Context: an optimization exercise on an open-source flow, tuned for small area. The choices shown serve that exercise and are no tape-out recipe. In this exercise RTL edits were held to simulation tests only and were not proved equivalent to the original. The clock port is modelled as an ideal driver; clocking choices that lean on that would not hold on a real chip. Power figures rest on the tool's default switching activity, not on a simulated workload.

==> run a <==
==> flow/design.v <==
`default_nettype none
module timer (
    input wire clk,
    input wire reset_n,
    input wire cs,
    input wire we,
    input  wire [ 7 : 0] address,
    input  wire [31 : 0] write_data,
    output wire [31 : 0] read_data,
    output wire          ready
);
  localparam ADDR_CTRL = 8'h08;
  localparam ADDR_STATUS = 8'h09;
  localparam ADDR_PRESCALER = 8'h0a;
  localparam ADDR_TIMER = 8'h0b;
  reg  [31 : 0] prescaler_reg;
  reg           prescaler_valid;
  reg  [31 : 0] timer_reg;
  reg           timer_valid;
  reg  [31 : 0] prescaler_ctr;
  reg           prescaler_ctr_valid;
  reg  [31 : 0] timer_ctr;
  reg           timer_ctr_valid;
  reg           running_reg;
  reg           pending_reg;
  wire          wr = cs & we;
  wire          rd = cs & ~we;
  wire          wr_ctrl = wr & (address == ADDR_CTRL);
  wire          wr_prescaler = wr & (address == ADDR_PRESCALER) & ~running_reg;
  wire          wr_timer = wr & (address == ADDR_TIMER) & ~running_reg;
  wire          start = pending_reg & ~running_reg;
  wire          stop = pending_reg & running_reg;
  wire          tick = ~prescaler_ctr_valid | (prescaler_ctr[31 : 1] == 31'h0);
  wire          last = ~timer_ctr_valid | (timer_ctr[31 : 1] == 31'h0);
  wire          cont = running_reg & ~stop & ~(tick & last);
  wire          running_new = running_reg ? cont : start;
  wire [31 : 0] timer_new = wr_timer ? write_data : timer_reg;
  reg  [31 : 0] timer_flip;
  integer i;
  always @* begin
    timer_flip[0] = running_reg & tick;
    for (i = 1; i < 32; i = i + 1) timer_flip[i] = timer_flip[i-1] & ~timer_ctr[i-1];
  end
  always @(posedge clk) begin
    if (wr_prescaler) prescaler_reg <= write_data;
    timer_reg <= timer_new;
    if (!running_reg || tick) begin
      prescaler_ctr       <= prescaler_reg;
      prescaler_ctr_valid <= prescaler_valid;
    end
    else prescaler_ctr <= prescaler_ctr - 1'h1;
    if (!running_new) timer_ctr <= timer_new;
    else timer_ctr <= timer_ctr - {31'h0, running_reg & tick};
    if (!reset_n) begin
      prescaler_valid <= 1'h0;
      timer_valid     <= 1'h0;
      timer_ctr_valid <= 1'h0;
      running_reg     <= 1'h0;
      pending_reg     <= 1'h0;
    end
    else begin
      prescaler_valid <= prescaler_valid | wr_prescaler;
      timer_valid     <= timer_valid | wr_timer;
      if (!running_new) timer_ctr_valid <= timer_valid | wr_timer;
      running_reg     <= running_new;
      pending_reg     <= wr_ctrl & (running_new ? write_data[1] : write_data[0]);
    end
  end
  wire sel_status = rd & (address == ADDR_STATUS);
  wire sel_prescaler = rd & (address == ADDR_PRESCALER) & prescaler_valid;
  wire sel_timer = rd & (address == ADDR_TIMER) & timer_ctr_valid;
  assign read_data = ({32{sel_prescaler}} & prescaler_reg) |
                     ({32{sel_timer}} & timer_ctr) |
                     {31'h0, sel_status & running_reg};
  assign ready = cs;
endmodule   
==> flow/flow/run.sh <==
#!/bin/bash
# Standard ORFS layout (the standard.sh) with these changes:
#  - synthesis maps logic with an area-oriented ABC script (flow/synth.tcl, flow/area.abc);
#  - ports are buffered with buf_1;
#  - a hand-built clock tree (flow/cts_tree.tcl): one clkbuf_8 root driving
#    CLOCK_TREE_LEAVES clkbuf_8 leaves, each driving one cluster of flip-flops;

set -euo pipefail
HERE=$(pwd)
export AREA_ABC_SCRIPT=$HERE/flow/area.abc
export BUFFER_PORTS_ARGS="-buffer_cell sky130_fd_sc_hd__buf_1"
export CLOCK_TREE_LEAVES=9
export PRE_CTS_TCL=$HERE/flow/cts_tree.tcl
# TritonCTS then only looks at the clock port's net, which has a single sink, and skips it.
export CTS_ARGS="-clk_nets clk -buf_list sky130_fd_sc_hd__clkbuf_8"

sed "s#SYNTH_SCRIPT=[^ ]*#SYNTH_SCRIPT=$HERE/flow/synth.tcl#" standard.sh > my_standard.sh
grep -q "SYNTH_SCRIPT=$HERE/flow/synth.tcl" my_standard.sh
bash my_standard.sh > standard.log 2>&1
==> flow/flow/area.abc <==
&get -n
&st
&syn2
&dch
&nf -R 1000
&st
&syn2
&dch
&nf -R 1000
&put
topo
stime -c
==> flow/flow/cts_tree.tcl <==
# PRE_CTS hook: build the clock tree by hand. The flip-flops are split into
# CLOCK_TREE_LEAVES k-means clusters of about equal size; each cluster gets a clkbuf_8 at its
# centre, and one clkbuf_8 root at the centre of the leaves drives them all, so the clock
# port drives a single cell pin. TritonCTS then finds no clock net left to buffer.
proc manual_clock_tree { nb cell rootcell } {
  set block [ord::get_db_block]
  set clknet [$block findNet clk]
  set sinks {}
  foreach it [$clknet getITerms] {
    set inst [$it getInst]
    set bb [$inst getBBox]
    lappend sinks [list $it [expr {([$bb xMin] + [$bb xMax]) / 2}] [expr {([$bb yMin] + [$bb yMax]) / 2}]]
  }
  set n [llength $sinks]
  set srt [lsort -integer -command {apply {{a b} {expr {([lindex $a 1]+[lindex $a 2]) - ([lindex $b 1]+[lindex $b 2])}}}} $sinks]
  set cen {}
  for {set g 0} {$g < $nb} {incr g} {
    set s [lindex $srt [expr {(2 * $g + 1) * $n / (2 * $nb)}]]
    lappend cen [list [lindex $s 1] [lindex $s 2]]
  }
  set cap [expr {($n + $nb - 1) / $nb + 2}]
  for {set iter 0} {$iter < 30} {incr iter} {
    # balanced assignment: nearest centre first, with a size cap per cluster
    set pairs {}
    set i 0
    foreach s $sinks {
      set g 0
      foreach c $cen {
        set d [expr {abs([lindex $s 1] - [lindex $c 0]) + abs([lindex $s 2] - [lindex $c 1])}]
        lappend pairs [list $d $i $g]
        incr g
      }
      incr i
    }
    set pairs [lsort -integer -index 0 $pairs]
    set asg [lrepeat $n -1]
    set cnt [lrepeat $nb 0]
    foreach p $pairs {
      lassign $p d i g
      if {[lindex $asg $i] >= 0} continue
      if {[lindex $cnt $g] >= $cap} continue
      lset asg $i $g
      lset cnt $g [expr {[lindex $cnt $g] + 1}]
    }
    set newcen {}
    for {set g 0} {$g < $nb} {incr g} {
      set sx 0; set sy 0; set k 0
      for {set i 0} {$i < $n} {incr i} {
        if {[lindex $asg $i] == $g} {
          set s [lindex $sinks $i]
          set sx [expr {$sx + [lindex $s 1]}]; set sy [expr {$sy + [lindex $s 2]}]; incr k
        }
      }
      if {$k > 0} { lappend newcen [list [expr {$sx / $k}] [expr {$sy / $k}]] } else { lappend newcen [lindex $cen $g] }
    }
    set cen $newcen
  }
  set master [[ord::get_db] findMaster $cell]
  set rx 0; set ry 0
  for {set g 0} {$g < $nb} {incr g} {
    set buf [odb::dbInst_create $block $master "clkbuf_leaf_$g"]
    set net [odb::dbNet_create $block "clknet_leaf_$g"]
    $net setSigType CLOCK
    $buf setLocation [lindex $cen $g 0] [lindex $cen $g 1]
    $buf setPlacementStatus PLACED
    [$buf findITerm X] connect $net
    set rx [expr {$rx + [lindex $cen $g 0]}]; set ry [expr {$ry + [lindex $cen $g 1]}]
  }
  set root [odb::dbInst_create $block [[ord::get_db] findMaster $rootcell] "clkbuf_root"]
  set rnet [odb::dbNet_create $block "clknet_root"]
  $rnet setSigType CLOCK
  $root setLocation [expr {$rx / $nb}] [expr {$ry / $nb}]
  $root setPlacementStatus PLACED
  [$root findITerm X] connect $rnet
  for {set g 0} {$g < $nb} {incr g} {
    [[$block findInst "clkbuf_leaf_$g"] findITerm A] connect $rnet
  }
  for {set i 0} {$i < $n} {incr i} {
    set it [lindex $sinks $i 0]
    $it disconnect
    $it connect [$block findNet "clknet_leaf_[lindex $asg $i]"]
  }
  [$root findITerm A] connect $clknet
  puts "manual clock tree: $n sinks, $nb leaves, cluster sizes $cnt"
}

manual_clock_tree $::env(CLOCK_TREE_LEAVES) sky130_fd_sc_hd__clkbuf_8 sky130_fd_sc_hd__clkbuf_8
==> flow/flow/synth.tcl <==
# synth_recipe.tcl with one change: ABC maps the logic with flow/area.abc, an area-oriented
# script, instead of ORFS's speed script. Registers are mapped before ABC, so they stay the
# same as in the standard synthesis.
proc synth {args} { yosys synth -nofsm -noshare {*}$args }
proc abc {args} {
  set i [lsearch -exact $args -script]
  if { $i >= 0 } { lset args [expr {$i + 1}] $::env(AREA_ABC_SCRIPT) }
  yosys abc {*}$args
}
source $::env(SCRIPTS_DIR)/synth.tcl
# left out here: clear keep_hierarchy, flatten, clean up, hide names made inside functions, write 1_2_yosys.v
==> flow/standard.sh <==
#!/bin/bash
# synth_recipe.tcl (not shown) runs the flow's synth.tcl, then flattens the netlist and writes it again
# the make line also repeats each setting of config.mk as NAME=value (left out here)
make -C /OpenROAD-flow-scripts/flow DESIGN_CONFIG=/design/flow/config.mk WORK_HOME=/design/flow/orfs CLKGATE_MAP_FILE= SYNTH_SCRIPT=/design/flow/synth_recipe.tcl "${@:-finish}"
==> flow/config.mk <==
export PLATFORM = sky130hd
export DESIGN_NAME = timer
export DESIGN_NICKNAME = timer
export VERILOG_FILES = /design/flow/design.v
export SDC_FILE = /design/flow/constraint.sdc
export NUM_CORES = 4
export LEC_CHECK = 0
export CAP_MARGIN = 0
export CORE_MARGIN = 2
export CORE_UTILIZATION = 40
export SLEW_MARGIN = 0
==> flow/constraint.sdc <==
create_clock -name core_clock -period 5.0 [get_ports {clk}]
set_input_delay 1.0000 -clock core_clock [delete_from_list [all_inputs] [get_ports {clk}]]
set_output_delay 1.0000 -clock core_clock [all_outputs]
set_load 0.01 [all_outputs]
==> inputs of run b, as changes to run a <==
--- a/flow/flow/run.sh
+++ b/flow/flow/run.sh
@@ -6,3 +6,3 @@
 #    CLOCK_TREE_LEAVES clkbuf_8 leaves, each driving one cluster of flip-flops;
-
+#  - after placement repair, cells off the critical paths are downsized (flow/post_resize.tcl).
 set -euo pipefail
@@ -11,3 +11,3 @@
 export BUFFER_PORTS_ARGS="-buffer_cell sky130_fd_sc_hd__buf_1"
-export CLOCK_TREE_LEAVES=9
+export CLOCK_TREE_LEAVES=10
 export PRE_CTS_TCL=$HERE/flow/cts_tree.tcl
@@ -15,3 +15,3 @@
 export CTS_ARGS="-clk_nets clk -buf_list sky130_fd_sc_hd__clkbuf_8"
-
+export POST_RESIZE_TCL=$HERE/flow/post_resize.tcl
 sed "s#SYNTH_SCRIPT=[^ ]*#SYNTH_SCRIPT=$HERE/flow/synth.tcl#" standard.sh > my_standard.sh
==> flow/flow/post_resize.tcl (new file) <==
# Downsize cells off the critical paths to recover area.
repair_timing -recover_power 100 -setup_margin 0.3
==> inputs of run c, as changes to run a <==
--- a/flow/design.v
+++ b/flow/design.v
@@ -37,8 +37,2 @@
   wire [31 : 0] timer_new = wr_timer ? write_data : timer_reg;
-  reg  [31 : 0] timer_flip;
-  integer i;
-  always @* begin
-    timer_flip[0] = running_reg & tick;
-    for (i = 1; i < 32; i = i + 1) timer_flip[i] = timer_flip[i-1] & ~timer_ctr[i-1];
-  end
   always @(posedge clk) begin
@@ -52,3 +46,3 @@
     if (!running_new) timer_ctr <= timer_new;
-    else timer_ctr <= timer_ctr - {31'h0, running_reg & tick};
+    else if (running_reg && tick) timer_ctr <= timer_ctr - 1'h1;
     if (!reset_n) begin
==> flow/run.sh (new file) <==
#!/bin/bash
# synth_recipe.tcl (not shown) runs the flow's synth.tcl, then flattens the netlist and writes it again
# the make line also repeats each setting of config.mk as NAME=value (left out here)
make -C /OpenROAD-flow-scripts/flow DESIGN_CONFIG=/design/flow/config.mk WORK_HOME=/design/flow/orfs CLKGATE_MAP_FILE= SYNTH_SCRIPT=/design/flow/synth_recipe.tcl finish
Settings changed: CAP_MARGIN 0 to 20, SLEW_MARGIN 0 to 20.
removed: flow/flow/run.sh
removed: flow/flow/area.abc
removed: flow/flow/cts_tree.tcl
removed: flow/flow/synth.tcl
removed: flow/standard.sh
==> inputs of run d, as changes to run a <==
--- a/flow/flow/run.sh
+++ b/flow/flow/run.sh
@@ -3,2 +3,3 @@
 #  - synthesis maps logic with an area-oriented ABC script (flow/synth.tcl, flow/area.abc);
+#  - floorplan skips its wire-load-model timing repair;
 #  - ports are buffered with buf_1;
@@ -10,4 +11,7 @@
 export AREA_ABC_SCRIPT=$HERE/flow/area.abc
+# Floorplan: only remove synthesis buffers; its timing repair sizes cells up against
+# wire-load estimates that placement shows are not needed.
+export REMOVE_ABC_BUFFERS=1
 export BUFFER_PORTS_ARGS="-buffer_cell sky130_fd_sc_hd__buf_1"
-export CLOCK_TREE_LEAVES=9
+export CLOCK_TREE_LEAVES=8
 export PRE_CTS_TCL=$HERE/flow/cts_tree.tcl
==> comparison <==
In area after synthesis, run b and run a do not differ.
Die area: run a is smaller than run c (13%).
The lowest cell count belongs to run c, the highest to run d.
Against run a, the synthesized cell count of run c is lower by about 10%.
The lowest global-route usage belongs to run d, the highest to run c.
Of run b and run d, run b has the higher clock power (gap about 10%, measured against run d).
Sequential power is about the same in run a and run d.
Sequential share of layout area, highest first: run a, run d, run b, run c.
Total power: run d is lower than run a (about 2.4%).
Wire length: run b < run a < run d < run c.
Core utilization, lowest first: run a, run d, run b, run c.
==> figures <==
Total stage count of the critical path: run a 15; run c 7; run d 16; run b 15
DP Cell Count: run a 852; run c 811; run d 857; run b 852
Reg2Reg Launch Point: run a prescaler_ctr[10]$_DFF_P_; run c timer_ctr[15]$_DFFE_PP_; run d prescaler_ctr[10]$_DFF_P_; run b prescaler_ctr[10]$_DFF_P_
N_taps: run a 176; run c 216; run d 176; run b 176
Reg-to-reg endpoint: run a timer_ctr[28]$_DFF_P_; run c timer_ctr[21]$_DFFE_PP_; run d timer_ctr[30]$_DFF_P_; run b timer_ctr[30]$_DFF_P_
Total power after layout: run a 1720 uW; run c 2600 uW; run d 1670 uW; run b 1720 uW
Worst hold slack: run a 0.449 ns; run c 0.471 ns; run d 0.447 ns; run b 0.446 ns
Average wire length per cell after detail routing: run a 15.9 um; run c 18.4 um; run d 15.9 um; run b 15.7 um
Footprint of the multi-input gates: run a 2460 sq um; run c 2880 sq um; run d 2460 sq um; run b 2440 sq um
Peak supply drop: run a 0.142 mV; run c 0.242 mV; run d 0.166 mV; run b 0.121 mV
Critical path capture point: run a timer_ctr[28]$_DFF_P_; run c read_data[27]; run d timer_ctr[30]$_DFF_P_; run b timer_ctr[30]$_DFF_P_
Worst Clk Skew: run a 0.0294 ns; run c 0.00845 ns; run d 0.0243 ns; run b 0.0300 ns
Clock-pin slew of the registers on the worst-case setup and hold paths: run a 0.10 ns; run c 0.05 ns; run d 0.09 ns; run b 0.10 ns
Share of post-route cells with drive strength above 1: run a 3.21%; run c 18.2%; run d 3.62%; run b 3.05%
Number of synthesized flops with an enable pin: run a 33; run c 65; run d 33; run b 33
Result of the run: run a finished clean; run c finished clean; run d finished clean; run b finished clean
#MultiIn Comb: run a 449; run c 365; run d 449; run b 449
Netlist Area Pre-Place: run a 5490 sq um; run c 6330 sq um; run d 5490 sq um; run b 5490 sq um
Highest net fanout along the worst path: run a 5; run c 32; run d 5; run b 5
Reported sequential group power: run a 1130 uW; run c 1180 uW; run d 1130 uW; run b 1130 uW
Global routing usage on met3: run a 1.41%; run c 4.14%; run d 1.74%; run b 1.55%
Vias: run a 4508; run c 4496; run d 4515; run b 4515

static timing again, ports no longer ideal:
In the flow no input, the clock included, has a driving cell. The finished layouts below were timed again as built, in two steps.
Step 1, drivers: a clkbuf_16 drives clk and a buf_2 each remaining input, both assumed.
Step 2, shift: input delay + t, output delay - t, t = (earliest + latest rising clock arrival at the registers) / 2. This alone moves slack from input paths to output paths.
Three values: ideal, step 1, step 2; two values: the first two.
run | t (ns) | slack for setup (ns) | latest minus earliest clock arrival (ns) | worst data-port slew with drivers (ns)
run a | 0.444 | 0.762 / 0.762 / 0.762 | 0.029 / 0.030 | 0.03
run b | 0.429 | 0.847 / 0.847 / 0.847 | 0.030 / 0.030 | 0.03
run c | 0.460 | 0.416 / 0.384 / 0.384 | 0.010 / 0.009 | 0.05
run d | 0.419 | 1.063 / 1.063 / 1.063 | 0.024 / 0.024 | 0.04
After both steps setup and hold are still met in every run listed. The setup slack of run c, which loses most, moves by -0.032 ns with the drivers and by -0.032 ns with both steps.
